Background: an optimization exercise with open tools, aiming at small area, a short achievable clock period and few clock cycles per item. Do not read the settings as production practice.
No run shown here included a check of the RTL's function; only the layout flow was run.

### flow/flow/run.sh
#!/bin/bash
# Layout flow: the standard synthesis, then the combinational logic
# (everything but the flip-flops, which keep their names and cells) is
# re-mapped by ABC with an area-recovering script; then the standard
# layout from the netlist, with sky130_fd_sc_hd__buf_2 port buffers.
# Every tool's output goes to a log file in this folder.
set -euo pipefail
bash standard.sh synth > flow_synth.log 2>&1
R=orfs/results/sky130hd/angle_frame/base
cp $R/1_2_yosys.v $R/1_2_yosys_standard.v
LIB=$FLOW_HOME/platforms/sky130hd/lib/sky130_fd_sc_hd__tt_025C_1v80.lib
sed -e "s#@IN@#$R/1_2_yosys_standard.v#" -e "s#@OUT@#$R/1_2_yosys.v#" \
    -e "s#@LIB@#$LIB#g" -e "s#@ABC@#flow/resynth.abc#" flow/resynth.ys > resynth.ys
yosys -l yosys_resynth.log -q resynth.ys > /dev/null 2>&1
bash standard.sh BUFFER_PORTS_ARGS="-buffer_cell sky130_fd_sc_hd__buf_2" finish > flow_finish.log 2>&1
### flow/flow/resynth.abc
strash
dch
map -B 0.2
topo
stime -c
upsize -c
dnsize -c
### flow/flow/resynth.ys
read_liberty -overwrite -ignore_miss_func @LIB@
read_verilog -overwrite @IN@
hierarchy -top angle_frame
setattr -mod -set keep_hierarchy 1 sky130_fd_sc_hd__df*
flatten
opt_clean
abc -script @ABC@ -liberty @LIB@ -dont_use sky130_fd_sc_hd__lpflow_bleeder_1 -dont_use sky130_fd_sc_hd__lpflow_clkbufkapwr_1 -dont_use sky130_fd_sc_hd__lpflow_clkbufkapwr_16 -dont_use sky130_fd_sc_hd__lpflow_clkbufkapwr_2 -dont_use sky130_fd_sc_hd__lpflow_clkbufkapwr_4 -dont_use sky130_fd_sc_hd__lpflow_clkbufkapwr_8 -dont_use sky130_fd_sc_hd__lpflow_clkinvkapwr_1 -dont_use sky130_fd_sc_hd__lpflow_clkinvkapwr_16 -dont_use sky130_fd_sc_hd__lpflow_clkinvkapwr_2 -dont_use sky130_fd_sc_hd__lpflow_clkinvkapwr_4 -dont_use sky130_fd_sc_hd__lpflow_clkinvkapwr_8 -dont_use sky130_fd_sc_hd__lpflow_decapkapwr_12 -dont_use sky130_fd_sc_hd__lpflow_decapkapwr_3 -dont_use sky130_fd_sc_hd__lpflow_decapkapwr_4 -dont_use sky130_fd_sc_hd__lpflow_decapkapwr_6 -dont_use sky130_fd_sc_hd__lpflow_decapkapwr_8 -dont_use sky130_fd_sc_hd__lpflow_inputiso0n_1 -dont_use sky130_fd_sc_hd__lpflow_inputiso0p_1 -dont_use sky130_fd_sc_hd__lpflow_inputiso1n_1 -dont_use sky130_fd_sc_hd__lpflow_inputiso1p_1 -dont_use sky130_fd_sc_hd__lpflow_inputisolatch_1 -dont_use sky130_fd_sc_hd__lpflow_isobufsrc_1 -dont_use sky130_fd_sc_hd__lpflow_isobufsrc_16 -dont_use sky130_fd_sc_hd__lpflow_isobufsrc_2 -dont_use sky130_fd_sc_hd__lpflow_isobufsrc_4 -dont_use sky130_fd_sc_hd__lpflow_isobufsrc_8 -dont_use sky130_fd_sc_hd__lpflow_isobufsrckapwr_16 -dont_use sky130_fd_sc_hd__lpflow_lsbuf_lh_hl_isowell_tap_1 -dont_use sky130_fd_sc_hd__lpflow_lsbuf_lh_hl_isowell_tap_2 -dont_use sky130_fd_sc_hd__lpflow_lsbuf_lh_hl_isowell_tap_4 -dont_use sky130_fd_sc_hd__lpflow_lsbuf_lh_isowell_4 -dont_use sky130_fd_sc_hd__lpflow_lsbuf_lh_isowell_tap_1 -dont_use sky130_fd_sc_hd__lpflow_lsbuf_lh_isowell_tap_2 -dont_use sky130_fd_sc_hd__lpflow_lsbuf_lh_isowell_tap_4 -dont_use sky130_fd_sc_hd__probe_p_8 -dont_use sky130_fd_sc_hd__probec_p_8 
opt_clean -purge
hilomap -singleton -hicell sky130_fd_sc_hd__conb_1 HI -locell sky130_fd_sc_hd__conb_1 LO
setundef -zero
splitnets
opt_clean -purge
stat -liberty @LIB@
delete =sky130_fd_sc_hd__*
write_verilog -noattr -noexpr -nohex -nodec @OUT@
### flow/standard.sh
#!/bin/bash
# synth_recipe.tcl (not shown) runs the flow's synth.tcl, then flattens the netlist and writes it again
# the make line also repeats each setting of config.mk as NAME=value (left out here)
make -C /OpenROAD-flow-scripts/flow DESIGN_CONFIG=/design/flow/config.mk WORK_HOME=/design/flow/orfs CLKGATE_MAP_FILE= SYNTH_SCRIPT=/design/flow/synth_recipe.tcl "${@:-finish}"
### flow/config.mk
export PLATFORM = sky130hd
export DESIGN_NAME = angle_frame
export DESIGN_NICKNAME = angle_frame
export VERILOG_FILES = /design/flow/design.v
export SDC_FILE = /design/flow/constraint.sdc
export NUM_CORES = 8
export LEC_CHECK = 0
export CAP_MARGIN = 20
export CORE_MARGIN = 2
export CORE_UTILIZATION = 40
export CTS_BUF_LIST = sky130_fd_sc_hd__clkbuf_16
export CTS_CLUSTER_DIAMETER = 80
export CTS_CLUSTER_SIZE = 24
export SETUP_SLACK_MARGIN = 4.5
export SLEW_MARGIN = 20
export SYNTH_MEMORY_MAX_BITS = 65536
### flow/constraint.sdc
create_clock -name core_clock -period 8.0 [get_ports {clk}]
set_input_delay 1.6000 -clock core_clock [delete_from_list [all_inputs] [get_ports {clk}]]
set_output_delay 1.6000 -clock core_clock [all_outputs]
set_load 0.01 [all_outputs]
### flow/design.v
module atang(
	input             clk,
	input             load,       
	input      [11:0] x,
	input      [11:0] y,
	output     [31:0] z,
	output            far2,       
	output            far1,       
	output            dec         
    );
	reg  [32:0] xr;              
	reg  [34:0] rr;              
	reg  [31:0] zr;
	reg  [31:1] t;               
	reg  [16:0] oh;              
	reg         dn;              
	wire d = rr[34];             
	wire dx = ~dn;
	reg  [29:0] a;
	wire [29:0] anext = ({30{oh[0]}} & 30'h1C128E80) |
	                    ({30{oh[1]}} & 30'h0E400224) |
	                    ({30{oh[2]}} & 30'h0727154C) |
	                    ({30{oh[3]}} & 30'h03946F29) |
	                    ({30{oh[4]}} & 30'h01CA5435) |
	                    ({30{oh[5]}} & 30'h00E52D8D) |
	                    ({30{oh[6]}} & 30'h007296C6) |
	                    ({30{~t[7]}} & {1'b0, a[29:1]});
	wire [32:0] xmask;
	assign xmask[0] = 1'b0;
	assign xmask[1] = t[1];
	assign xmask[2] = t[2];
	assign xmask[3] = t[3];
	assign xmask[4] = t[4];
	assign xmask[5] = t[5];
	assign xmask[6] = t[6];
	assign xmask[7] = t[7];
	assign xmask[8] = t[8];
	assign xmask[9] = t[9];
	assign xmask[10] = t[10];
	assign xmask[11] = t[11];
	assign xmask[12] = t[12];
	assign xmask[13] = t[13];
	assign xmask[14] = t[14];
	assign xmask[15] = t[15];
	assign xmask[16] = t[16];
	assign xmask[17] = t[17];
	assign xmask[18] = t[18];
	assign xmask[19] = t[19];
	assign xmask[20] = t[20];
	assign xmask[21] = t[21];
	assign xmask[22] = t[22];
	assign xmask[23] = t[23];
	assign xmask[24] = t[24];
	assign xmask[25] = t[25];
	assign xmask[26] = t[26];
	assign xmask[27] = t[27];
	assign xmask[28] = t[28];
	assign xmask[29] = t[29];
	assign xmask[30] = t[30];
	assign xmask[32:31] = 2'b11;
	wire [32:0] xm = xr & xmask;
	wire [32:0] ysh;
	assign ysh[0] = (oh[0] & rr[1]) | (oh[1] & rr[3]) | (oh[2] & rr[5]) | (oh[3] & rr[7]) | (oh[4] & rr[9]) | (oh[5] & rr[11]) | (oh[6] & rr[13]) | (oh[7] & rr[15]) | (oh[8] & rr[17]) | (oh[9] & rr[19]) | (oh[10] & rr[21]) | (oh[11] & rr[23]) | (oh[12] & rr[25]) | (oh[13] & rr[27]) | (oh[14] & rr[29]) | (oh[15] & rr[31]) | (oh[16] & rr[33]) | (rr[34] & ~t[17]);
	assign ysh[1] = (oh[0] & rr[2]) | (oh[1] & rr[4]) | (oh[2] & rr[6]) | (oh[3] & rr[8]) | (oh[4] & rr[10]) | (oh[5] & rr[12]) | (oh[6] & rr[14]) | (oh[7] & rr[16]) | (oh[8] & rr[18]) | (oh[9] & rr[20]) | (oh[10] & rr[22]) | (oh[11] & rr[24]) | (oh[12] & rr[26]) | (oh[13] & rr[28]) | (oh[14] & rr[30]) | (oh[15] & rr[32]) | (rr[34] & ~t[16]);
	assign ysh[2] = (oh[0] & rr[3]) | (oh[1] & rr[5]) | (oh[2] & rr[7]) | (oh[3] & rr[9]) | (oh[4] & rr[11]) | (oh[5] & rr[13]) | (oh[6] & rr[15]) | (oh[7] & rr[17]) | (oh[8] & rr[19]) | (oh[9] & rr[21]) | (oh[10] & rr[23]) | (oh[11] & rr[25]) | (oh[12] & rr[27]) | (oh[13] & rr[29]) | (oh[14] & rr[31]) | (oh[15] & rr[33]) | (rr[34] & ~t[16]);
	assign ysh[3] = (oh[0] & rr[4]) | (oh[1] & rr[6]) | (oh[2] & rr[8]) | (oh[3] & rr[10]) | (oh[4] & rr[12]) | (oh[5] & rr[14]) | (oh[6] & rr[16]) | (oh[7] & rr[18]) | (oh[8] & rr[20]) | (oh[9] & rr[22]) | (oh[10] & rr[24]) | (oh[11] & rr[26]) | (oh[12] & rr[28]) | (oh[13] & rr[30]) | (oh[14] & rr[32]) | (rr[34] & ~t[15]);
	assign ysh[4] = (oh[0] & rr[5]) | (oh[1] & rr[7]) | (oh[2] & rr[9]) | (oh[3] & rr[11]) | (oh[4] & rr[13]) | (oh[5] & rr[15]) | (oh[6] & rr[17]) | (oh[7] & rr[19]) | (oh[8] & rr[21]) | (oh[9] & rr[23]) | (oh[10] & rr[25]) | (oh[11] & rr[27]) | (oh[12] & rr[29]) | (oh[13] & rr[31]) | (oh[14] & rr[33]) | (rr[34] & ~t[15]);
	assign ysh[5] = (oh[0] & rr[6]) | (oh[1] & rr[8]) | (oh[2] & rr[10]) | (oh[3] & rr[12]) | (oh[4] & rr[14]) | (oh[5] & rr[16]) | (oh[6] & rr[18]) | (oh[7] & rr[20]) | (oh[8] & rr[22]) | (oh[9] & rr[24]) | (oh[10] & rr[26]) | (oh[11] & rr[28]) | (oh[12] & rr[30]) | (oh[13] & rr[32]) | (rr[34] & ~t[14]);
	assign ysh[6] = (oh[0] & rr[7]) | (oh[1] & rr[9]) | (oh[2] & rr[11]) | (oh[3] & rr[13]) | (oh[4] & rr[15]) | (oh[5] & rr[17]) | (oh[6] & rr[19]) | (oh[7] & rr[21]) | (oh[8] & rr[23]) | (oh[9] & rr[25]) | (oh[10] & rr[27]) | (oh[11] & rr[29]) | (oh[12] & rr[31]) | (oh[13] & rr[33]) | (rr[34] & ~t[14]);
	assign ysh[7] = (oh[0] & rr[8]) | (oh[1] & rr[10]) | (oh[2] & rr[12]) | (oh[3] & rr[14]) | (oh[4] & rr[16]) | (oh[5] & rr[18]) | (oh[6] & rr[20]) | (oh[7] & rr[22]) | (oh[8] & rr[24]) | (oh[9] & rr[26]) | (oh[10] & rr[28]) | (oh[11] & rr[30]) | (oh[12] & rr[32]) | (rr[34] & ~t[13]);
	assign ysh[8] = (oh[0] & rr[9]) | (oh[1] & rr[11]) | (oh[2] & rr[13]) | (oh[3] & rr[15]) | (oh[4] & rr[17]) | (oh[5] & rr[19]) | (oh[6] & rr[21]) | (oh[7] & rr[23]) | (oh[8] & rr[25]) | (oh[9] & rr[27]) | (oh[10] & rr[29]) | (oh[11] & rr[31]) | (oh[12] & rr[33]) | (rr[34] & ~t[13]);
	assign ysh[9] = (oh[0] & rr[10]) | (oh[1] & rr[12]) | (oh[2] & rr[14]) | (oh[3] & rr[16]) | (oh[4] & rr[18]) | (oh[5] & rr[20]) | (oh[6] & rr[22]) | (oh[7] & rr[24]) | (oh[8] & rr[26]) | (oh[9] & rr[28]) | (oh[10] & rr[30]) | (oh[11] & rr[32]) | (rr[34] & ~t[12]);
	assign ysh[10] = (oh[0] & rr[11]) | (oh[1] & rr[13]) | (oh[2] & rr[15]) | (oh[3] & rr[17]) | (oh[4] & rr[19]) | (oh[5] & rr[21]) | (oh[6] & rr[23]) | (oh[7] & rr[25]) | (oh[8] & rr[27]) | (oh[9] & rr[29]) | (oh[10] & rr[31]) | (oh[11] & rr[33]) | (rr[34] & ~t[12]);
	assign ysh[11] = (oh[0] & rr[12]) | (oh[1] & rr[14]) | (oh[2] & rr[16]) | (oh[3] & rr[18]) | (oh[4] & rr[20]) | (oh[5] & rr[22]) | (oh[6] & rr[24]) | (oh[7] & rr[26]) | (oh[8] & rr[28]) | (oh[9] & rr[30]) | (oh[10] & rr[32]) | (rr[34] & ~t[11]);
	assign ysh[12] = (oh[0] & rr[13]) | (oh[1] & rr[15]) | (oh[2] & rr[17]) | (oh[3] & rr[19]) | (oh[4] & rr[21]) | (oh[5] & rr[23]) | (oh[6] & rr[25]) | (oh[7] & rr[27]) | (oh[8] & rr[29]) | (oh[9] & rr[31]) | (oh[10] & rr[33]) | (rr[34] & ~t[11]);
	assign ysh[13] = (oh[0] & rr[14]) | (oh[1] & rr[16]) | (oh[2] & rr[18]) | (oh[3] & rr[20]) | (oh[4] & rr[22]) | (oh[5] & rr[24]) | (oh[6] & rr[26]) | (oh[7] & rr[28]) | (oh[8] & rr[30]) | (oh[9] & rr[32]) | (rr[34] & ~t[10]);
	assign ysh[14] = (oh[0] & rr[15]) | (oh[1] & rr[17]) | (oh[2] & rr[19]) | (oh[3] & rr[21]) | (oh[4] & rr[23]) | (oh[5] & rr[25]) | (oh[6] & rr[27]) | (oh[7] & rr[29]) | (oh[8] & rr[31]) | (oh[9] & rr[33]) | (rr[34] & ~t[10]);
	assign ysh[15] = (oh[0] & rr[16]) | (oh[1] & rr[18]) | (oh[2] & rr[20]) | (oh[3] & rr[22]) | (oh[4] & rr[24]) | (oh[5] & rr[26]) | (oh[6] & rr[28]) | (oh[7] & rr[30]) | (oh[8] & rr[32]) | (rr[34] & ~t[9]);
	assign ysh[16] = (oh[0] & rr[17]) | (oh[1] & rr[19]) | (oh[2] & rr[21]) | (oh[3] & rr[23]) | (oh[4] & rr[25]) | (oh[5] & rr[27]) | (oh[6] & rr[29]) | (oh[7] & rr[31]) | (oh[8] & rr[33]) | (rr[34] & ~t[9]);
	assign ysh[17] = (oh[0] & rr[18]) | (oh[1] & rr[20]) | (oh[2] & rr[22]) | (oh[3] & rr[24]) | (oh[4] & rr[26]) | (oh[5] & rr[28]) | (oh[6] & rr[30]) | (oh[7] & rr[32]) | (rr[34] & ~t[8]);
	assign ysh[18] = (oh[0] & rr[19]) | (oh[1] & rr[21]) | (oh[2] & rr[23]) | (oh[3] & rr[25]) | (oh[4] & rr[27]) | (oh[5] & rr[29]) | (oh[6] & rr[31]) | (oh[7] & rr[33]) | (rr[34] & ~t[8]);
	assign ysh[19] = (oh[0] & rr[20]) | (oh[1] & rr[22]) | (oh[2] & rr[24]) | (oh[3] & rr[26]) | (oh[4] & rr[28]) | (oh[5] & rr[30]) | (oh[6] & rr[32]) | (rr[34] & ~t[7]);
	assign ysh[20] = (oh[0] & rr[21]) | (oh[1] & rr[23]) | (oh[2] & rr[25]) | (oh[3] & rr[27]) | (oh[4] & rr[29]) | (oh[5] & rr[31]) | (oh[6] & rr[33]) | (rr[34] & ~t[7]);
	assign ysh[21] = (oh[0] & rr[22]) | (oh[1] & rr[24]) | (oh[2] & rr[26]) | (oh[3] & rr[28]) | (oh[4] & rr[30]) | (oh[5] & rr[32]) | (rr[34] & ~t[6]);
	assign ysh[22] = (oh[0] & rr[23]) | (oh[1] & rr[25]) | (oh[2] & rr[27]) | (oh[3] & rr[29]) | (oh[4] & rr[31]) | (oh[5] & rr[33]) | (rr[34] & ~t[6]);
	assign ysh[23] = (oh[0] & rr[24]) | (oh[1] & rr[26]) | (oh[2] & rr[28]) | (oh[3] & rr[30]) | (oh[4] & rr[32]) | (rr[34] & ~t[5]);
	assign ysh[24] = (oh[0] & rr[25]) | (oh[1] & rr[27]) | (oh[2] & rr[29]) | (oh[3] & rr[31]) | (oh[4] & rr[33]) | (rr[34] & ~t[5]);
	assign ysh[25] = (oh[0] & rr[26]) | (oh[1] & rr[28]) | (oh[2] & rr[30]) | (oh[3] & rr[32]) | (rr[34] & ~t[4]);
	assign ysh[26] = (oh[0] & rr[27]) | (oh[1] & rr[29]) | (oh[2] & rr[31]) | (oh[3] & rr[33]) | (rr[34] & ~t[4]);
	assign ysh[27] = (oh[0] & rr[28]) | (oh[1] & rr[30]) | (oh[2] & rr[32]) | (rr[34] & ~t[3]);
	assign ysh[28] = (oh[0] & rr[29]) | (oh[1] & rr[31]) | (oh[2] & rr[33]) | (rr[34] & ~t[3]);
	assign ysh[29] = (oh[0] & rr[30]) | (oh[1] & rr[32]) | (rr[34] & ~t[2]);
	assign ysh[30] = (oh[0] & rr[31]) | (oh[1] & rr[33]) | (rr[34] & ~t[2]);
	assign ysh[31] = (oh[0] & rr[32]) | (rr[34] & ~t[1]);
	assign ysh[32] = (oh[0] & rr[33]) | (rr[34] & ~t[1]);
	wire [34:0] rnext;
	wire [32:0] xnext;
	wire [31:0] znext;
	add35 radd(.a({rr[33:0], 1'b0}), .b({2'b00, xm} ^ {35{~d}}), .ci(~d), .s(rnext));
	add33 xadd(.a(xr), .b(ysh ^ {33{dx}}), .ci(dx), .s(xnext));
	add32 zadd(.a(zr), .b({2'b00, a} ^ {32{dx}}), .ci(dx), .s(znext));
	wire [12:0] xy_sum, xy_dif;
	add13 sadd(.a({1'b0, x}), .b({1'b0, y}), .ci(1'b0), .s(xy_sum));
	add13 dadd(.a({1'b0, y}), .b(~{1'b0, x}), .ci(1'b1), .s(xy_dif));
	always @(posedge clk) begin
		t <= load ? 31'h7fffffff : {t[30:1], 1'b0};
		oh <= load ? 17'd1 : {oh[15:0], 1'b0};
		a <= load ? 30'h35214E63 : anext;
		dn <= load ? ~xy_dif[12] : ~rnext[34];
		if (load) begin
			xr <= {1'b0, xy_sum, 19'b0};
			rr <= {{3{xy_dif[12]}}, xy_dif, 19'b0};
			zr <= 32'h5A000000;
		end else begin
			xr <= xnext;
			rr <= rnext;
			zr <= znext;
		end
	end
	wire [14:0] zl = zr[14:0] ^ {15{dn}};
	assign far2 = ~|a[29:14] & (zl >= {a[13:0], 1'b0});
	assign far1 = ~|a[29:15] & (zl >= a[14:0]);
	assign dec = dx;
	assign z = zr;
endmodule
module add35(input [34:0] a, input [34:0] b, input ci, output [34:0] s);
	wire [34:0] p0 = a ^ b;
	wire [34:0] g0 = a & b;
	wire gc0 = g0[0] | (p0[0] & ci);
	wire gn1 = g0[1] | (p0[1] & gc0);
	wire gn2 = g0[3] | (p0[3] & g0[2]);
	wire pn2 = p0[3] & p0[2];
	wire gn3 = g0[5] | (p0[5] & g0[4]);
	wire pn3 = p0[5] & p0[4];
	wire gn4 = g0[7] | (p0[7] & g0[6]);
	wire pn4 = p0[7] & p0[6];
	wire gn5 = g0[9] | (p0[9] & g0[8]);
	wire pn5 = p0[9] & p0[8];
	wire gn6 = g0[11] | (p0[11] & g0[10]);
	wire pn6 = p0[11] & p0[10];
	wire gn7 = g0[13] | (p0[13] & g0[12]);
	wire pn7 = p0[13] & p0[12];
	wire gn8 = g0[15] | (p0[15] & g0[14]);
	wire pn8 = p0[15] & p0[14];
	wire gn9 = g0[17] | (p0[17] & g0[16]);
	wire pn9 = p0[17] & p0[16];
	wire gn10 = g0[19] | (p0[19] & g0[18]);
	wire pn10 = p0[19] & p0[18];
	wire gn11 = g0[21] | (p0[21] & g0[20]);
	wire pn11 = p0[21] & p0[20];
	wire gn12 = g0[23] | (p0[23] & g0[22]);
	wire pn12 = p0[23] & p0[22];
	wire gn13 = g0[25] | (p0[25] & g0[24]);
	wire pn13 = p0[25] & p0[24];
	wire gn14 = g0[27] | (p0[27] & g0[26]);
	wire pn14 = p0[27] & p0[26];
	wire gn15 = g0[29] | (p0[29] & g0[28]);
	wire pn15 = p0[29] & p0[28];
	wire gn16 = g0[31] | (p0[31] & g0[30]);
	wire pn16 = p0[31] & p0[30];
	wire gn17 = g0[33] | (p0[33] & g0[32]);
	wire pn17 = p0[33] & p0[32];
	wire gn18 = g0[2] | (p0[2] & gn1);
	wire gn19 = gn2 | (pn2 & gn1);
	wire gn20 = g0[6] | (p0[6] & gn3);
	wire pn20 = p0[6] & pn3;
	wire gn21 = gn4 | (pn4 & gn3);
	wire pn21 = pn4 & pn3;
	wire gn22 = g0[10] | (p0[10] & gn5);
	wire pn22 = p0[10] & pn5;
	wire gn23 = gn6 | (pn6 & gn5);
	wire pn23 = pn6 & pn5;
	wire gn24 = g0[14] | (p0[14] & gn7);
	wire pn24 = p0[14] & pn7;
	wire gn25 = gn8 | (pn8 & gn7);
	wire pn25 = pn8 & pn7;
	wire gn26 = g0[18] | (p0[18] & gn9);
	wire pn26 = p0[18] & pn9;
	wire gn27 = gn10 | (pn10 & gn9);
	wire pn27 = pn10 & pn9;
	wire gn28 = g0[22] | (p0[22] & gn11);
	wire pn28 = p0[22] & pn11;
	wire gn29 = gn12 | (pn12 & gn11);
	wire pn29 = pn12 & pn11;
	wire gn30 = g0[26] | (p0[26] & gn13);
	wire pn30 = p0[26] & pn13;
	wire gn31 = gn14 | (pn14 & gn13);
	wire pn31 = pn14 & pn13;
	wire gn32 = g0[30] | (p0[30] & gn15);
	wire pn32 = p0[30] & pn15;
	wire gn33 = gn16 | (pn16 & gn15);
	wire pn33 = pn16 & pn15;
	wire gn34 = g0[34] | (p0[34] & gn17);
	wire pn34 = p0[34] & pn17;
	wire gn35 = g0[4] | (p0[4] & gn19);
	wire gn36 = gn3 | (pn3 & gn19);
	wire gn37 = gn20 | (pn20 & gn19);
	wire gn38 = gn21 | (pn21 & gn19);
	wire gn39 = g0[12] | (p0[12] & gn23);
	wire pn39 = p0[12] & pn23;
	wire gn40 = gn7 | (pn7 & gn23);
	wire pn40 = pn7 & pn23;
	wire gn41 = gn24 | (pn24 & gn23);
	wire pn41 = pn24 & pn23;
	wire gn42 = gn25 | (pn25 & gn23);
	wire pn42 = pn25 & pn23;
	wire gn43 = g0[20] | (p0[20] & gn27);
	wire pn43 = p0[20] & pn27;
	wire gn44 = gn11 | (pn11 & gn27);
	wire pn44 = pn11 & pn27;
	wire gn45 = gn28 | (pn28 & gn27);
	wire pn45 = pn28 & pn27;
	wire gn46 = gn29 | (pn29 & gn27);
	wire pn46 = pn29 & pn27;
	wire gn47 = g0[28] | (p0[28] & gn31);
	wire pn47 = p0[28] & pn31;
	wire gn48 = gn15 | (pn15 & gn31);
	wire pn48 = pn15 & pn31;
	wire gn49 = gn32 | (pn32 & gn31);
	wire pn49 = pn32 & pn31;
	wire gn50 = gn33 | (pn33 & gn31);
	wire pn50 = pn33 & pn31;
	wire gn51 = g0[8] | (p0[8] & gn38);
	wire gn52 = gn5 | (pn5 & gn38);
	wire gn53 = gn22 | (pn22 & gn38);
	wire gn54 = gn23 | (pn23 & gn38);
	wire gn55 = gn39 | (pn39 & gn38);
	wire gn56 = gn40 | (pn40 & gn38);
	wire gn57 = gn41 | (pn41 & gn38);
	wire gn58 = gn42 | (pn42 & gn38);
	wire gn59 = g0[24] | (p0[24] & gn46);
	wire pn59 = p0[24] & pn46;
	wire gn60 = gn13 | (pn13 & gn46);
	wire pn60 = pn13 & pn46;
	wire gn61 = gn30 | (pn30 & gn46);
	wire pn61 = pn30 & pn46;
	wire gn62 = gn31 | (pn31 & gn46);
	wire pn62 = pn31 & pn46;
	wire gn63 = gn47 | (pn47 & gn46);
	wire pn63 = pn47 & pn46;
	wire gn64 = gn48 | (pn48 & gn46);
	wire pn64 = pn48 & pn46;
	wire gn65 = gn49 | (pn49 & gn46);
	wire pn65 = pn49 & pn46;
	wire gn66 = gn50 | (pn50 & gn46);
	wire pn66 = pn50 & pn46;
	wire gn67 = g0[16] | (p0[16] & gn58);
	wire gn68 = gn9 | (pn9 & gn58);
	wire gn69 = gn26 | (pn26 & gn58);
	wire gn70 = gn27 | (pn27 & gn58);
	wire gn71 = gn43 | (pn43 & gn58);
	wire gn72 = gn44 | (pn44 & gn58);
	wire gn73 = gn45 | (pn45 & gn58);
	wire gn74 = gn46 | (pn46 & gn58);
	wire gn75 = gn59 | (pn59 & gn58);
	wire gn76 = gn60 | (pn60 & gn58);
	wire gn77 = gn61 | (pn61 & gn58);
	wire gn78 = gn62 | (pn62 & gn58);
	wire gn79 = gn63 | (pn63 & gn58);
	wire gn80 = gn64 | (pn64 & gn58);
	wire gn81 = gn65 | (pn65 & gn58);
	wire gn82 = gn66 | (pn66 & gn58);
	wire gn83 = g0[32] | (p0[32] & gn82);
	wire gn84 = gn17 | (pn17 & gn82);
	wire gn85 = gn34 | (pn34 & gn82);
	wire [34:0] c;
	assign c[0] = ci;
	assign c[1] = gc0;
	assign c[2] = gn1;
	assign c[3] = gn18;
	assign c[4] = gn19;
	assign c[5] = gn35;
	assign c[6] = gn36;
	assign c[7] = gn37;
	assign c[8] = gn38;
	assign c[9] = gn51;
	assign c[10] = gn52;
	assign c[11] = gn53;
	assign c[12] = gn54;
	assign c[13] = gn55;
	assign c[14] = gn56;
	assign c[15] = gn57;
	assign c[16] = gn58;
	assign c[17] = gn67;
	assign c[18] = gn68;
	assign c[19] = gn69;
	assign c[20] = gn70;
	assign c[21] = gn71;
	assign c[22] = gn72;
	assign c[23] = gn73;
	assign c[24] = gn74;
	assign c[25] = gn75;
	assign c[26] = gn76;
	assign c[27] = gn77;
	assign c[28] = gn78;
	assign c[29] = gn79;
	assign c[30] = gn80;
	assign c[31] = gn81;
	assign c[32] = gn82;
	assign c[33] = gn83;
	assign c[34] = gn84;
	assign s = p0 ^ c;
endmodule
module add33(input [32:0] a, input [32:0] b, input ci, output [32:0] s);
	wire [32:0] p0 = a ^ b;
	wire [32:0] g0 = a & b;
	wire gc0 = g0[0] | (p0[0] & ci);
	wire gn1 = g0[1] | (p0[1] & gc0);
	wire gn2 = g0[3] | (p0[3] & g0[2]);
	wire pn2 = p0[3] & p0[2];
	wire gn3 = g0[5] | (p0[5] & g0[4]);
	wire pn3 = p0[5] & p0[4];
	wire gn4 = g0[7] | (p0[7] & g0[6]);
	wire pn4 = p0[7] & p0[6];
	wire gn5 = g0[9] | (p0[9] & g0[8]);
	wire pn5 = p0[9] & p0[8];
	wire gn6 = g0[11] | (p0[11] & g0[10]);
	wire pn6 = p0[11] & p0[10];
	wire gn7 = g0[13] | (p0[13] & g0[12]);
	wire pn7 = p0[13] & p0[12];
	wire gn8 = g0[15] | (p0[15] & g0[14]);
	wire pn8 = p0[15] & p0[14];
	wire gn9 = g0[17] | (p0[17] & g0[16]);
	wire pn9 = p0[17] & p0[16];
	wire gn10 = g0[19] | (p0[19] & g0[18]);
	wire pn10 = p0[19] & p0[18];
	wire gn11 = g0[21] | (p0[21] & g0[20]);
	wire pn11 = p0[21] & p0[20];
	wire gn12 = g0[23] | (p0[23] & g0[22]);
	wire pn12 = p0[23] & p0[22];
	wire gn13 = g0[25] | (p0[25] & g0[24]);
	wire pn13 = p0[25] & p0[24];
	wire gn14 = g0[27] | (p0[27] & g0[26]);
	wire pn14 = p0[27] & p0[26];
	wire gn15 = g0[29] | (p0[29] & g0[28]);
	wire pn15 = p0[29] & p0[28];
	wire gn16 = g0[31] | (p0[31] & g0[30]);
	wire pn16 = p0[31] & p0[30];
	wire gn17 = g0[2] | (p0[2] & gn1);
	wire gn18 = gn2 | (pn2 & gn1);
	wire gn19 = g0[6] | (p0[6] & gn3);
	wire pn19 = p0[6] & pn3;
	wire gn20 = gn4 | (pn4 & gn3);
	wire pn20 = pn4 & pn3;
	wire gn21 = g0[10] | (p0[10] & gn5);
	wire pn21 = p0[10] & pn5;
	wire gn22 = gn6 | (pn6 & gn5);
	wire pn22 = pn6 & pn5;
	wire gn23 = g0[14] | (p0[14] & gn7);
	wire pn23 = p0[14] & pn7;
	wire gn24 = gn8 | (pn8 & gn7);
	wire pn24 = pn8 & pn7;
	wire gn25 = g0[18] | (p0[18] & gn9);
	wire pn25 = p0[18] & pn9;
	wire gn26 = gn10 | (pn10 & gn9);
	wire pn26 = pn10 & pn9;
	wire gn27 = g0[22] | (p0[22] & gn11);
	wire pn27 = p0[22] & pn11;
	wire gn28 = gn12 | (pn12 & gn11);
	wire pn28 = pn12 & pn11;
	wire gn29 = g0[26] | (p0[26] & gn13);
	wire pn29 = p0[26] & pn13;
	wire gn30 = gn14 | (pn14 & gn13);
	wire pn30 = pn14 & pn13;
	wire gn31 = g0[30] | (p0[30] & gn15);
	wire pn31 = p0[30] & pn15;
	wire gn32 = gn16 | (pn16 & gn15);
	wire pn32 = pn16 & pn15;
	wire gn33 = g0[4] | (p0[4] & gn18);
	wire gn34 = gn3 | (pn3 & gn18);
	wire gn35 = gn19 | (pn19 & gn18);
	wire gn36 = gn20 | (pn20 & gn18);
	wire gn37 = g0[12] | (p0[12] & gn22);
	wire pn37 = p0[12] & pn22;
	wire gn38 = gn7 | (pn7 & gn22);
	wire pn38 = pn7 & pn22;
	wire gn39 = gn23 | (pn23 & gn22);
	wire pn39 = pn23 & pn22;
	wire gn40 = gn24 | (pn24 & gn22);
	wire pn40 = pn24 & pn22;
	wire gn41 = g0[20] | (p0[20] & gn26);
	wire pn41 = p0[20] & pn26;
	wire gn42 = gn11 | (pn11 & gn26);
	wire pn42 = pn11 & pn26;
	wire gn43 = gn27 | (pn27 & gn26);
	wire pn43 = pn27 & pn26;
	wire gn44 = gn28 | (pn28 & gn26);
	wire pn44 = pn28 & pn26;
	wire gn45 = g0[28] | (p0[28] & gn30);
	wire pn45 = p0[28] & pn30;
	wire gn46 = gn15 | (pn15 & gn30);
	wire pn46 = pn15 & pn30;
	wire gn47 = gn31 | (pn31 & gn30);
	wire pn47 = pn31 & pn30;
	wire gn48 = gn32 | (pn32 & gn30);
	wire pn48 = pn32 & pn30;
	wire gn49 = g0[8] | (p0[8] & gn36);
	wire gn50 = gn5 | (pn5 & gn36);
	wire gn51 = gn21 | (pn21 & gn36);
	wire gn52 = gn22 | (pn22 & gn36);
	wire gn53 = gn37 | (pn37 & gn36);
	wire gn54 = gn38 | (pn38 & gn36);
	wire gn55 = gn39 | (pn39 & gn36);
	wire gn56 = gn40 | (pn40 & gn36);
	wire gn57 = g0[24] | (p0[24] & gn44);
	wire pn57 = p0[24] & pn44;
	wire gn58 = gn13 | (pn13 & gn44);
	wire pn58 = pn13 & pn44;
	wire gn59 = gn29 | (pn29 & gn44);
	wire pn59 = pn29 & pn44;
	wire gn60 = gn30 | (pn30 & gn44);
	wire pn60 = pn30 & pn44;
	wire gn61 = gn45 | (pn45 & gn44);
	wire pn61 = pn45 & pn44;
	wire gn62 = gn46 | (pn46 & gn44);
	wire pn62 = pn46 & pn44;
	wire gn63 = gn47 | (pn47 & gn44);
	wire pn63 = pn47 & pn44;
	wire gn64 = gn48 | (pn48 & gn44);
	wire pn64 = pn48 & pn44;
	wire gn65 = g0[16] | (p0[16] & gn56);
	wire gn66 = gn9 | (pn9 & gn56);
	wire gn67 = gn25 | (pn25 & gn56);
	wire gn68 = gn26 | (pn26 & gn56);
	wire gn69 = gn41 | (pn41 & gn56);
	wire gn70 = gn42 | (pn42 & gn56);
	wire gn71 = gn43 | (pn43 & gn56);
	wire gn72 = gn44 | (pn44 & gn56);
	wire gn73 = gn57 | (pn57 & gn56);
	wire gn74 = gn58 | (pn58 & gn56);
	wire gn75 = gn59 | (pn59 & gn56);
	wire gn76 = gn60 | (pn60 & gn56);
	wire gn77 = gn61 | (pn61 & gn56);
	wire gn78 = gn62 | (pn62 & gn56);
	wire gn79 = gn63 | (pn63 & gn56);
	wire gn80 = gn64 | (pn64 & gn56);
	wire gn81 = g0[32] | (p0[32] & gn80);
	wire [32:0] c;
	assign c[0] = ci;
	assign c[1] = gc0;
	assign c[2] = gn1;
	assign c[3] = gn17;
	assign c[4] = gn18;
	assign c[5] = gn33;
	assign c[6] = gn34;
	assign c[7] = gn35;
	assign c[8] = gn36;
	assign c[9] = gn49;
	assign c[10] = gn50;
	assign c[11] = gn51;
	assign c[12] = gn52;
	assign c[13] = gn53;
	assign c[14] = gn54;
	assign c[15] = gn55;
	assign c[16] = gn56;
	assign c[17] = gn65;
	assign c[18] = gn66;
	assign c[19] = gn67;
	assign c[20] = gn68;
	assign c[21] = gn69;
	assign c[22] = gn70;
	assign c[23] = gn71;
	assign c[24] = gn72;
	assign c[25] = gn73;
	assign c[26] = gn74;
	assign c[27] = gn75;
	assign c[28] = gn76;
	assign c[29] = gn77;
	assign c[30] = gn78;
	assign c[31] = gn79;
	assign c[32] = gn80;
	assign s = p0 ^ c;
endmodule
module add32(input [31:0] a, input [31:0] b, input ci, output [31:0] s);
	wire [31:0] p0 = a ^ b;
	wire [31:0] g0 = a & b;
	wire gc0 = g0[0] | (p0[0] & ci);
	wire gn1 = g0[1] | (p0[1] & gc0);
	wire gn2 = g0[3] | (p0[3] & g0[2]);
	wire pn2 = p0[3] & p0[2];
	wire gn3 = g0[5] | (p0[5] & g0[4]);
	wire pn3 = p0[5] & p0[4];
	wire gn4 = g0[7] | (p0[7] & g0[6]);
	wire pn4 = p0[7] & p0[6];
	wire gn5 = g0[9] | (p0[9] & g0[8]);
	wire pn5 = p0[9] & p0[8];
	wire gn6 = g0[11] | (p0[11] & g0[10]);
	wire pn6 = p0[11] & p0[10];
	wire gn7 = g0[13] | (p0[13] & g0[12]);
	wire pn7 = p0[13] & p0[12];
	wire gn8 = g0[15] | (p0[15] & g0[14]);
	wire pn8 = p0[15] & p0[14];
	wire gn9 = g0[17] | (p0[17] & g0[16]);
	wire pn9 = p0[17] & p0[16];
	wire gn10 = g0[19] | (p0[19] & g0[18]);
	wire pn10 = p0[19] & p0[18];
	wire gn11 = g0[21] | (p0[21] & g0[20]);
	wire pn11 = p0[21] & p0[20];
	wire gn12 = g0[23] | (p0[23] & g0[22]);
	wire pn12 = p0[23] & p0[22];
	wire gn13 = g0[25] | (p0[25] & g0[24]);
	wire pn13 = p0[25] & p0[24];
	wire gn14 = g0[27] | (p0[27] & g0[26]);
	wire pn14 = p0[27] & p0[26];
	wire gn15 = g0[29] | (p0[29] & g0[28]);
	wire pn15 = p0[29] & p0[28];
	wire gn16 = g0[31] | (p0[31] & g0[30]);
	wire pn16 = p0[31] & p0[30];
	wire gn17 = g0[2] | (p0[2] & gn1);
	wire gn18 = gn2 | (pn2 & gn1);
	wire gn19 = g0[6] | (p0[6] & gn3);
	wire pn19 = p0[6] & pn3;
	wire gn20 = gn4 | (pn4 & gn3);
	wire pn20 = pn4 & pn3;
	wire gn21 = g0[10] | (p0[10] & gn5);
	wire pn21 = p0[10] & pn5;
	wire gn22 = gn6 | (pn6 & gn5);
	wire pn22 = pn6 & pn5;
	wire gn23 = g0[14] | (p0[14] & gn7);
	wire pn23 = p0[14] & pn7;
	wire gn24 = gn8 | (pn8 & gn7);
	wire pn24 = pn8 & pn7;
	wire gn25 = g0[18] | (p0[18] & gn9);
	wire pn25 = p0[18] & pn9;
	wire gn26 = gn10 | (pn10 & gn9);
	wire pn26 = pn10 & pn9;
	wire gn27 = g0[22] | (p0[22] & gn11);
	wire pn27 = p0[22] & pn11;
	wire gn28 = gn12 | (pn12 & gn11);
	wire pn28 = pn12 & pn11;
	wire gn29 = g0[26] | (p0[26] & gn13);
	wire pn29 = p0[26] & pn13;
	wire gn30 = gn14 | (pn14 & gn13);
	wire pn30 = pn14 & pn13;
	wire gn31 = g0[30] | (p0[30] & gn15);
	wire pn31 = p0[30] & pn15;
	wire gn32 = gn16 | (pn16 & gn15);
	wire pn32 = pn16 & pn15;
	wire gn33 = g0[4] | (p0[4] & gn18);
	wire gn34 = gn3 | (pn3 & gn18);
	wire gn35 = gn19 | (pn19 & gn18);
	wire gn36 = gn20 | (pn20 & gn18);
	wire gn37 = g0[12] | (p0[12] & gn22);
	wire pn37 = p0[12] & pn22;
	wire gn38 = gn7 | (pn7 & gn22);
	wire pn38 = pn7 & pn22;
	wire gn39 = gn23 | (pn23 & gn22);
	wire pn39 = pn23 & pn22;
	wire gn40 = gn24 | (pn24 & gn22);
	wire pn40 = pn24 & pn22;
	wire gn41 = g0[20] | (p0[20] & gn26);
	wire pn41 = p0[20] & pn26;
	wire gn42 = gn11 | (pn11 & gn26);
	wire pn42 = pn11 & pn26;
	wire gn43 = gn27 | (pn27 & gn26);
	wire pn43 = pn27 & pn26;
	wire gn44 = gn28 | (pn28 & gn26);
	wire pn44 = pn28 & pn26;
	wire gn45 = g0[28] | (p0[28] & gn30);
	wire pn45 = p0[28] & pn30;
	wire gn46 = gn15 | (pn15 & gn30);
	wire pn46 = pn15 & pn30;
	wire gn47 = gn31 | (pn31 & gn30);
	wire pn47 = pn31 & pn30;
	wire gn48 = gn32 | (pn32 & gn30);
	wire pn48 = pn32 & pn30;
	wire gn49 = g0[8] | (p0[8] & gn36);
	wire gn50 = gn5 | (pn5 & gn36);
	wire gn51 = gn21 | (pn21 & gn36);
	wire gn52 = gn22 | (pn22 & gn36);
	wire gn53 = gn37 | (pn37 & gn36);
	wire gn54 = gn38 | (pn38 & gn36);
	wire gn55 = gn39 | (pn39 & gn36);
	wire gn56 = gn40 | (pn40 & gn36);
	wire gn57 = g0[24] | (p0[24] & gn44);
	wire pn57 = p0[24] & pn44;
	wire gn58 = gn13 | (pn13 & gn44);
	wire pn58 = pn13 & pn44;
	wire gn59 = gn29 | (pn29 & gn44);
	wire pn59 = pn29 & pn44;
	wire gn60 = gn30 | (pn30 & gn44);
	wire pn60 = pn30 & pn44;
	wire gn61 = gn45 | (pn45 & gn44);
	wire pn61 = pn45 & pn44;
	wire gn62 = gn46 | (pn46 & gn44);
	wire pn62 = pn46 & pn44;
	wire gn63 = gn47 | (pn47 & gn44);
	wire pn63 = pn47 & pn44;
	wire gn64 = gn48 | (pn48 & gn44);
	wire pn64 = pn48 & pn44;
	wire gn65 = g0[16] | (p0[16] & gn56);
	wire gn66 = gn9 | (pn9 & gn56);
	wire gn67 = gn25 | (pn25 & gn56);
	wire gn68 = gn26 | (pn26 & gn56);
	wire gn69 = gn41 | (pn41 & gn56);
	wire gn70 = gn42 | (pn42 & gn56);
	wire gn71 = gn43 | (pn43 & gn56);
	wire gn72 = gn44 | (pn44 & gn56);
	wire gn73 = gn57 | (pn57 & gn56);
	wire gn74 = gn58 | (pn58 & gn56);
	wire gn75 = gn59 | (pn59 & gn56);
	wire gn76 = gn60 | (pn60 & gn56);
	wire gn77 = gn61 | (pn61 & gn56);
	wire gn78 = gn62 | (pn62 & gn56);
	wire gn79 = gn63 | (pn63 & gn56);
	wire gn80 = gn64 | (pn64 & gn56);
	wire [31:0] c;
	assign c[0] = ci;
	assign c[1] = gc0;
	assign c[2] = gn1;
	assign c[3] = gn17;
	assign c[4] = gn18;
	assign c[5] = gn33;
	assign c[6] = gn34;
	assign c[7] = gn35;
	assign c[8] = gn36;
	assign c[9] = gn49;
	assign c[10] = gn50;
	assign c[11] = gn51;
	assign c[12] = gn52;
	assign c[13] = gn53;
	assign c[14] = gn54;
	assign c[15] = gn55;
	assign c[16] = gn56;
	assign c[17] = gn65;
	assign c[18] = gn66;
	assign c[19] = gn67;
	assign c[20] = gn68;
	assign c[21] = gn69;
	assign c[22] = gn70;
	assign c[23] = gn71;
	assign c[24] = gn72;
	assign c[25] = gn73;
	assign c[26] = gn74;
	assign c[27] = gn75;
	assign c[28] = gn76;
	assign c[29] = gn77;
	assign c[30] = gn78;
	assign c[31] = gn79;
	assign s = p0 ^ c;
endmodule
module add13(input [12:0] a, input [12:0] b, input ci, output [12:0] s);
	wire [12:0] p0 = a ^ b;
	wire [12:0] g0 = a & b;
	wire gc0 = g0[0] | (p0[0] & ci);
	wire gn1 = g0[1] | (p0[1] & gc0);
	wire gn2 = g0[3] | (p0[3] & g0[2]);
	wire pn2 = p0[3] & p0[2];
	wire gn3 = g0[5] | (p0[5] & g0[4]);
	wire pn3 = p0[5] & p0[4];
	wire gn4 = g0[7] | (p0[7] & g0[6]);
	wire pn4 = p0[7] & p0[6];
	wire gn5 = g0[9] | (p0[9] & g0[8]);
	wire pn5 = p0[9] & p0[8];
	wire gn6 = g0[11] | (p0[11] & g0[10]);
	wire pn6 = p0[11] & p0[10];
	wire gn7 = g0[2] | (p0[2] & gn1);
	wire gn8 = gn2 | (pn2 & gn1);
	wire gn9 = g0[6] | (p0[6] & gn3);
	wire pn9 = p0[6] & pn3;
	wire gn10 = gn4 | (pn4 & gn3);
	wire pn10 = pn4 & pn3;
	wire gn11 = g0[10] | (p0[10] & gn5);
	wire pn11 = p0[10] & pn5;
	wire gn12 = gn6 | (pn6 & gn5);
	wire pn12 = pn6 & pn5;
	wire gn13 = g0[4] | (p0[4] & gn8);
	wire gn14 = gn3 | (pn3 & gn8);
	wire gn15 = gn9 | (pn9 & gn8);
	wire gn16 = gn10 | (pn10 & gn8);
	wire gn17 = g0[12] | (p0[12] & gn12);
	wire pn17 = p0[12] & pn12;
	wire gn18 = g0[8] | (p0[8] & gn16);
	wire gn19 = gn5 | (pn5 & gn16);
	wire gn20 = gn11 | (pn11 & gn16);
	wire gn21 = gn12 | (pn12 & gn16);
	wire gn22 = gn17 | (pn17 & gn16);
	wire [12:0] c;
	assign c[0] = ci;
	assign c[1] = gc0;
	assign c[2] = gn1;
	assign c[3] = gn7;
	assign c[4] = gn8;
	assign c[5] = gn13;
	assign c[6] = gn14;
	assign c[7] = gn15;
	assign c[8] = gn16;
	assign c[9] = gn18;
	assign c[10] = gn19;
	assign c[11] = gn20;
	assign c[12] = gn21;
	assign s = p0 ^ c;
endmodule
module conv_dec_ascii(
	input  [16:0] d_in,
	output [20:0] digits     
    );
	wire [6:0] i = d_in[16:10];
	wire [9:0] f = d_in[9:0];
	wire [13:0] m1 = {1'b0, f, 3'b0} + {3'b0, f, 1'b0};
	wire [13:0] m2 = {1'b0, m1[9:0], 3'b0} + {3'b0, m1[9:0], 1'b0};
	wire [13:0] m3 = {1'b0, m2[9:0], 3'b0} + {3'b0, m2[9:0], 1'b0};
	wire [3:0] qh = m1[13:10];
	wire [3:0] qt = m2[13:10];
	wire [3:0] qo = m3[13:10];
	wire [3:0] it = (i >= 7'd120) ? 4'd12 : (i >= 7'd110) ? 4'd11 : (i >= 7'd100) ? 4'd10 :
	                (i >= 7'd90) ? 4'd9 : (i >= 7'd80) ? 4'd8 : (i >= 7'd70) ? 4'd7 :
	                (i >= 7'd60) ? 4'd6 : (i >= 7'd50) ? 4'd5 : (i >= 7'd40) ? 4'd4 :
	                (i >= 7'd30) ? 4'd3 : (i >= 7'd20) ? 4'd2 : (i >= 7'd10) ? 4'd1 : 4'd0;
	wire [6:0] io = i - {it, 3'b0} - {2'b0, it, 1'b0};
	wire       ih = it[3] & (it[2] | it[1]);
	wire [8:0] ti = {ih, ih ? it - 4'd10 : it, io[3:0]};
	assign digits = {ti, qh, qt, qo};
endmodule
module CRC(
	input  [20:0] digits,    
	output [7:0]  crc
    );
	function [7:0] crc8;
		input [47:0] m;
		integer k;
		reg [7:0] c;
		reg fb;
		begin
			c = 8'h80;
			for (k = 47; k >= 0; k = k - 1) begin
				fb = c[7] ^ m[k];
				c = {c[6:0], 1'b0} ^ (fb ? 8'h31 : 8'h00);
			end
			crc8 = c;
		end
	endfunction
	wire [47:0] text = {7'b0011000, digits[20], 4'h3, digits[19:16], 4'h3, digits[15:12],
	                    4'h3, digits[11:8], 4'h3, digits[7:4], 4'h3, digits[3:0]};
	assign crc = crc8(text);
endmodule
module angle_frame(
	input clk,
	input rst,
	input start,
	input [11:0] x,
	input [11:0] y,
	output [55:0] frame,
	output frame_valid
    );
	reg        busy;
	reg        valid;
	reg  [20:0] dig;
	reg  [7:0]  crc_hi;          
	wire [31:0] z;
	wire [20:0] dig_next;
	wire [7:0]  crc_hi_next, crc_lo, crc_0;
	wire        far2, far1, dec;
	atang Arctg_alg(.clk(clk), .load(start), .x(x), .y(y), .z(z),
	                .far2(far2), .far1(far1), .dec(dec));
	conv_dec_ascii Conversie(.d_in(z[31:15]), .digits(dig_next));
	CRC crc_a(.digits({dig_next[20:4], 4'd0}), .crc(crc_hi_next));
	CRC crc_b(.digits({17'd0, dig[3:0]}), .crc(crc_lo));
	CRC crc_c(.digits(21'd0), .crc(crc_0));
	reg        pend;
	reg        dprev;
	wire       late = pend & (dec ^ dprev);
	wire       live = busy & ~late;
	always @(posedge clk) begin
		dig <= dig_next;
		crc_hi <= crc_hi_next;
		dprev <= dec;
		if (rst) begin
			busy  <= 1'b0;
			valid <= 1'b0;
			pend  <= 1'b0;
		end else begin
			busy  <= start | (live & ~far2);
			valid <= live & far2;
			pend  <= live & ~far2 & far1;
		end
	end
	assign frame = {7'b0011000, dig[20], 4'h3, dig[19:16], 4'h3, dig[15:12],
	                4'h3, dig[11:8], 4'h3, dig[7:4], 4'h3, dig[3:0],
	                crc_hi ^ crc_lo ^ crc_0};
	assign frame_valid = valid | late;
endmodule
==> metrics list, run 1 <==
* Syn Inst Count: 2500
* Fin crit period: 3.38 ns
- Crit Path Category: reg2out
* Number of optimization iterations in the first detailed-route pass: 6
* Worst-margin pin slew: 0.830 ns
- Initial cell density of the core: 40.3%
* Total negative slack: 0 ns
- Per-instance average area after synthesis: 6.38 um2
- Area of the die: 41500 um2
- Detailed Place HPWL: 40100 um
- CTS tree: built
* Grt ovf: 0
- Final Max Slew Viols: 0
* Share of cells above drive strength 1: 12.7%
- The path class of the tightest hold or removal check is reg2reg.
- Vias in the first global route: 16400
* Clock root buffer master: sky130_fd_sc_hd__clkbuf_16
- The count of nets left with antenna violations once routing finished came out at 0.
* Count of routing violations after the opening detailed-route iteration: 1527
* Detail-routed net length per standard cell: 17.6 um
- The total area inside the core boundary comes to 39500 um2.
* Highest net fanout along the worst path: 51
* Arrival time of data at the critical path endpoint: 1.78 ns
- Setup Skew: 0.0330 ns
- STA classifies the critical path startpoint as a register.
- Global Route Usage Sum: 26.2%
- Diode count: 0
* RSZ-0062 raised after global routing: yes
* Largest net degree at the start of global routing: 63
- Total via count after detailed routing: 17600
* Combined area of all synthesized cells: 15900 um2
- The floorplan step set the die height to 204 um.
* Initial antenna violation count: 0
* Average vias per placed instance: 5.57
* Number of buffers created by CTS: 17
* Tcrit/Tclk final: 42.2%
- STA puts the critical path data required time at 6.40 ns.
- Final RePlAce weighted congestion: 0.996
- Max cap viols: 0
- For this design, the sink count on the clock tree is 209.
- The clock passes through at most 3 buffers.
* Hold Fails Final Rpt: 0
* Net total in the final layout: 2658
- In the routed design, unresolved DRC markers number 0.
- Number of buffer cells added on primary ports: 56
* Relative max-transition margin: 44.7%
- Crit end category: output pin
- Highest attainable clock frequency: 0.296 GHz
- Signed area change from the synthesized netlist to the final layout: 14.0%
* Clock latency on the worst-skew pair: 0.54 ns
* Clock transition at the registers of the reported paths: 0.09 ns
- Count of endpoints failing setup in the final report: 0
- Yosys Warn Count: 3
- Drt total wl: 55600 um
* Fillers: 4081
- The flow ran to the end and the layout has no timing, DRC or antenna violations.
* Total number of H-tree levels: 1
- The die is 204 um wide.
- The first global-routing pass estimated 87100 um of wire.
- Site row count: 73
- In this run the count of I/O pins placed on the die edge is 84.
per-stage QoR:
stage / utilization [%] / instance area [um2] / std cells / hold WS, ns / setup WS (ns)
after global routing: 46.0 / 18200 / 3166 / 0.469 / 4.46
after CTS: 45.0 / 17800 / 3148 / 0.449 / 4.41
after detailed placement: 43.2 / 17100 / 3115 / 0.426 / 3.93
final: 46.0 / 18200 / 3166 / 0.449 / 4.62
after global placement: 43.2 / 17100 / 3115 / 0.423 / 4.00
after floorplan: - / 16100 / 2525 / 0.415 / 4.49
worst max-delay path: stages, from the launching register on:
cell                        delay (ns)
sky130_fd_sc_hd__dfxtp_4          0.50
sky130_fd_sc_hd__clkinv_16        0.21
sky130_fd_sc_hd__a21boi_0         0.19
sky130_fd_sc_hd__o21ai_0          0.13
sky130_fd_sc_hd__nand2_1          0.08
sky130_fd_sc_hd__buf_2            0.12
final timing paths:
kind / start / end / slack, ns / cells past startpoint
setup / recovery: Arctg_alg.dn / frame_valid / 4.62 / 5
hold / removal: Arctg_alg.t[21] / Arctg_alg.t[22] / 0.45 / 1
setup reg to reg: Arctg_alg.oh[11] / Arctg_alg.xr[29] / 4.65 / 14
hold reg to reg: Arctg_alg.t[21] / Arctg_alg.t[22] / 0.45 / 1
layer usage:
metal | global-route usage [%] | wire length (um) | vias to the layer above
met5 | 0 | 0 | -
met4 | 10.6 | 2530 | 0
met3 | 3.34 | 3420 | 183
met2 | 45.0 | 26000 | 611
met1 | 33.0 | 23700 | 8110
li1 | - | - | 8720
area by class of cell:
type | instances | area [um2] | share of cell area, %
Multi-Input combinational cell | 1997 | 10800 | 59.3
Sequential cell | 209 | 4230 | 23.3
Inverter | 318 | 1320 | 7.26
Tap cell | 525 | 657 | 3.61
Timing Repair Buffer | 88 | 597 | 3.28
Clock buffer | 18 | 450 | 2.48
Clock inverter | 11 | 141 | 0.778
registers in the layout, indices dropped and copies added (netlist names), 8 cells and up:
register      flops
dig              21
Arctg_alg.t      30
Arctg_alg.a      30
Arctg_alg.xr     33
Arctg_alg.oh     16
Arctg_alg.zr     32
crc_hi            8
Arctg_alg.rr     34
layout by cell type, fill, tap and decap left out, types with 32 or more instances in the layout:
| master | count |
|---|---|
| sky130_fd_sc_hd__nand2_1 | 592 |
| sky130_fd_sc_hd__nor2_1 | 333 |
| sky130_fd_sc_hd__clkinv_1 | 269 |
| sky130_fd_sc_hd__dfxtp_1 | 181 |
| sky130_fd_sc_hd__nand3_1 | 177 |
| sky130_fd_sc_hd__a21oi_1 | 123 |
| sky130_fd_sc_hd__xor2_1 | 94 |
| sky130_fd_sc_hd__o21ai_0 | 88 |
| sky130_fd_sc_hd__o22ai_1 | 63 |
| sky130_fd_sc_hd__buf_2 | 55 |
| sky130_fd_sc_hd__xnor2_1 | 49 |
| sky130_fd_sc_hd__nand4_1 | 47 |
| sky130_fd_sc_hd__nor3_1 | 40 |
| sky130_fd_sc_hd__or2_2 | 32 |
| sky130_fd_sc_hd__a22oi_1 | 32 |
timing repair:
action | 4_1_cts | 5_1_grt
setup buffers | 4 | 17
setup endpoints to repair | 49 | 42
pin swaps | 0 | 19
cloned | 0 | 1
resized for setup | 26 | 80
hold buffers | 0 | 0
==> inputs of run 2 (changes only) <==
--- a/flow/config.mk
+++ b/flow/config.mk
@@ -12,5 +12,5 @@
 export CTS_CLUSTER_DIAMETER = 80
 export CTS_CLUSTER_SIZE = 24
-export SETUP_SLACK_MARGIN = 4.5
+export SETUP_SLACK_MARGIN = 4.6
 export SLEW_MARGIN = 20
 export SYNTH_MEMORY_MAX_BITS = 65536
==> run 2 against run 1 <==
Cell area up 0.90%. Maximum frequency rose by 2.0%. First-iteration DRC count grew 1.6%. Sequential share of layout area fell by 0.15 points. Register-to-register slack better by 0.08 ns. Synthesized cell count is the same. Wire length down 0.70%. Synthesized area stayed put. Utilization is 0.41 points higher. Hold slack got worse by 0.0056 ns. Count of clock-buffer cells in the layout up 1.
==> metrics list, run 2 <==
* Largest registers ranked by flip-flop count: Arctg_alg.rr: 34 flops, Arctg_alg.xr: 33 flops, Arctg_alg.zr: 32 flops (unchanged)
- The ratio of final minimum period to clock period was 41.3% (was 42.2%).
- Final RePlAce weighted congestion: 0.993 (was 0.996)
- The critical path depth in cells came to 17 (was 5).
- The synthesized area divided by synthesized cell count is 6.38 um2 (unchanged).
- Hold Fails Final Rpt: 0 (unchanged)
- Worst slack, placed: 4.04 ns (was 3.93 ns)
- Arrival time of data at the critical path endpoint: 3.72 ns (was 1.78 ns)
- Sink Count: 209 (unchanged)
- Number of buffer cells added on primary ports: 56 (unchanged)
- Reg-to-reg critical path endpoint: Arctg_alg.xr[29] (unchanged)
* CTS tree: built (unchanged)
- The count of H-tree levels built during CTS is 1 (unchanged).
- The slew at the pin closest to its max-slew limit came to 0.744 ns (was 0.830 ns).
* Drt total wl: 55200 um (was 55600 um)
* Wire length of the first global-routing pass: 87300 um (was 87100 um)
- Capture point of the critical path: Arctg_alg.xr[30] (was frame_valid)
* Crit Path Category: in2reg (was reg2out)
* Area of the die: 41500 um2 (unchanged)
- The chip width came to 204 um (unchanged).
* Critical Path Source Type: input pin (was register)
* Largest net degree at the start of global routing: 83 (was 63)
- The clock-pin transition on the worst setup and hold timing paths was 0.08 ns (was 0.09 ns).
- The register ranked first by flip-flop count is Arctg_alg.rr (unchanged).
* Highest attainable clock frequency: 0.302 GHz (was 0.296 GHz)
- Max FFs per register: 34 (unchanged)
* Startpoint of the worst register-to-register path: Arctg_alg.oh[11] (unchanged)
* Worst endpoint required time: 8.41 ns (was 6.40 ns)
- The sum of negative setup slack was 0 ns (unchanged).
* Vias in the first global route: 16400 (about the same)
- The number of nets at the end of the flow came to 2655 (was 2658).
- The final hold slack came to 0.444 ns (was 0.449 ns).
* Residual antenna-violating net count after detailed routing: 0 (unchanged)
* Path depth of the worst reg2reg path: 14 (unchanged)
* Clock latency on the worst-skew pair: 0.54 ns (about the same)
* Cell type of the slowest stage on the worst timing path: sky130_fd_sc_hd__o21a_1 (was sky130_fd_sc_hd__dfxtp_4)
- The post-layout worst setup margin is 4.69 ns (was 4.62 ns).
- The I/O pin total is 84 (unchanged).
- Cell Count, Final, Fillers Out: 3165 (was 3166)
* Initial cell density of the core: 40.3% (unchanged)
* Placed instance count: 3113 (was 3115)
* Signed area change from the synthesized netlist to the final layout: 15.0% (was 14.0%)
* RSZ-0062 raised after global routing: yes (unchanged)
- The critical path buffer and inverter count is 2 (unchanged).
- Largest stage delay, worst path: 0.22 ns (was 0.50 ns)
* Diode count: 0 (unchanged)
- The largest fanout on the critical path is 4 (was 51).
* Status: no timing/DRC/antenna violations (unchanged)
- Die Y: 204 um (unchanged)
- The worst-case headroom to the max-slew limit came to 50.4% (was 44.7%).
* Syn Inst Count: 2500 (unchanged)
- Max cap viols: 0 (unchanged)
* Most common cell after layout, fill and taps aside: sky130_fd_sc_hd__nand2_1 (unchanged)
- The CTS buffer count came to 18 (was 17).
* Setup Skew: 0.0191 ns (was 0.0330 ns)
- Combined area of all synthesized cells: 15900 um2 (unchanged)
- The total overflow reported by the global router was 0 (unchanged).
- The number of setup violations in the final report is 0 (unchanged).
- Site row count: 73 (unchanged)
* DRC violations left: 0 (unchanged)
- The per-cell routed wire length came to 17.4 um (was 17.6 um).
- Final Max Slew Viols: 0 (unchanged)
- The post-route minimum period came to 3.31 ns (was 3.38 ns).
- Deepest clock path buffer count: 3 (unchanged)
- Initial antenna violation count: 0 (unchanged)
* Classification of the worst-slack hold path: reg2reg (unchanged)
* Number of optimization iterations in the first detailed-route pass: 8 (was 6)
- Clock root buffer master: sky130_fd_sc_hd__clkbuf_16 (unchanged)
- The kind of end point of the critical path was a register (was output pin).
- The number of DRC violations after detailed-routing iteration 0 was 1552 (was 1527).
- The via count of the routed design was 17400 (was 17600).
- Sequence of cells on the critical path: buf_2, xor2_2, clkinv_1, o21a_1, nor2_2, a21oi_2, o21bai_1, nand2_1, o21ai_2, nand2_1, o21ai_2, o211ai_1, nand3b_1, and3_4, o21ai_2, nand2_1, a21oi_1 (was clkinv_16, a21boi_0, o21ai_0, nand2_1, buf_2).
- Yosys Warn Count: 3 (unchanged)
- The launch point of the worst path is y[3] (was Arctg_alg.dn).
- Placeable Area: 39500 um2 (unchanged)
- The share of cells above drive strength 1 is 13.7% (was 12.7%).
* Global Route Usage Sum: 26.0% (was 26.2%)
* Highest-count cells in the layout ignoring fill and taps: sky130_fd_sc_hd__nand2_1 (586), sky130_fd_sc_hd__nor2_1 (332), sky130_fd_sc_hd__clkinv_1 (267) (was sky130_fd_sc_hd__nand2_1 (592), sky130_fd_sc_hd__nor2_1 (333), sky130_fd_sc_hd__clkinv_1 (269))
* Average vias per placed instance: 5.51 (was 5.57)
- Detailed Place HPWL: 40000 um (was 40100 um)
- The category of cells accounting for the largest share of critical-path delay was compound AO/OA/AOI/OAI gates (was flip-flops).
- The setup slack on the worst flop-to-flop path is 4.73 ns (was 4.65 ns).
-- run 2: worst min-delay path by stage --
| stage | startpoint | end | depth (start not counted) |
|---|---|---|---|
| final | Arctg_alg.t[29] | Arctg_alg.t[30] | 1 |
| after global routing | Arctg_alg.t[29] | Arctg_alg.t[30] | 1 |
| after CTS | Arctg_alg.t[29] | Arctg_alg.t[30] | 1 |
| after detailed placement | Arctg_alg.t[29] | Arctg_alg.t[30] | 1 |
| after global placement | Arctg_alg.t[21] | Arctg_alg.t[22] | 1 |
| after floorplan | Arctg_alg.t[18] | Arctg_alg.t[19] | 1 |
-- run 2: metal layers --
| metal | part of all wire [%] | vias up | global-route usage, % |
|---|---|---|---|
| li1 | - | 8706 | - |
| met1 | 44 | 7954 | 33.6 |
| met2 | 45 | 620 | 43.6 |
| met3 | 6.0 | 164 | 3.18 |
| met4 | 4.7 | 0 | 11.4 |
| met5 | 0 | - | 0 |
-- run 2: layout make-up --
type | count | area, um2
Multi-Input combinational cell | 1997 | 10900
Inverter | 318 | 1330
Sequential cell | 209 | 4240
Clock buffer | 19 | 475
Timing Repair inverter | 1 | 11.3
Tap cell | 525 | 657
Clock inverter | 13 | 178
Timing Repair Buffer | 83 | 574
Fill cell | 4077 | 21200
-- run 2: per-stage QoR --
stage / instance area (um2) / util, %
2_1_floorplan: 16100 / -
3_3_place_gp: 17100 / 43.2
3_5_place_dp: 17100 / 43.2
4_1_cts: 17900 / 45.2
5_1_grt: 18300 / 46.4
6_report: 18300 / 46.4
-- run 2: timing repair --
action,4_1_cts,5_1_grt
gates resized for setup,28,104
hold buffers,0,0
endpoints found under the setup margin,49,49
cloned,0,2
buffers inserted,4,14
pin swaps,2,20

afterwards: timing with drivers on the ports:
The flow's constraints put no driver on any port. The routed layouts listed below were extracted and timed again, unchanged, in two steps. Step 1 assumes that a clkbuf_16 drives the clock port and a buf_2 every other input. Step 2 adds t to the input delays and takes it off the output delays; t is the mean of the earliest and latest rising clock arrival at the registers after step 1. Input paths then give back, and output paths get back, about the clock's delay inside the block. Slacks: no drivers / after step 1 / after step 2; pairs: no drivers / after step 1.
| run | t, ns | slack for setup (ns) | worst data-port slew with drivers (ns) |
|---|---|---|---|
| run 1 | 0.575 | 4.625 / 4.569 / 4.117 | 0.03 |
| run 2 | 0.581 | 4.692 / 4.658 / 4.145 | 0.04 |
After both steps every run listed still meets setup and hold. For run 2, which loses most, drivers alone change the setup slack by -0.034 ns; drivers and shift together by -0.547 ns.
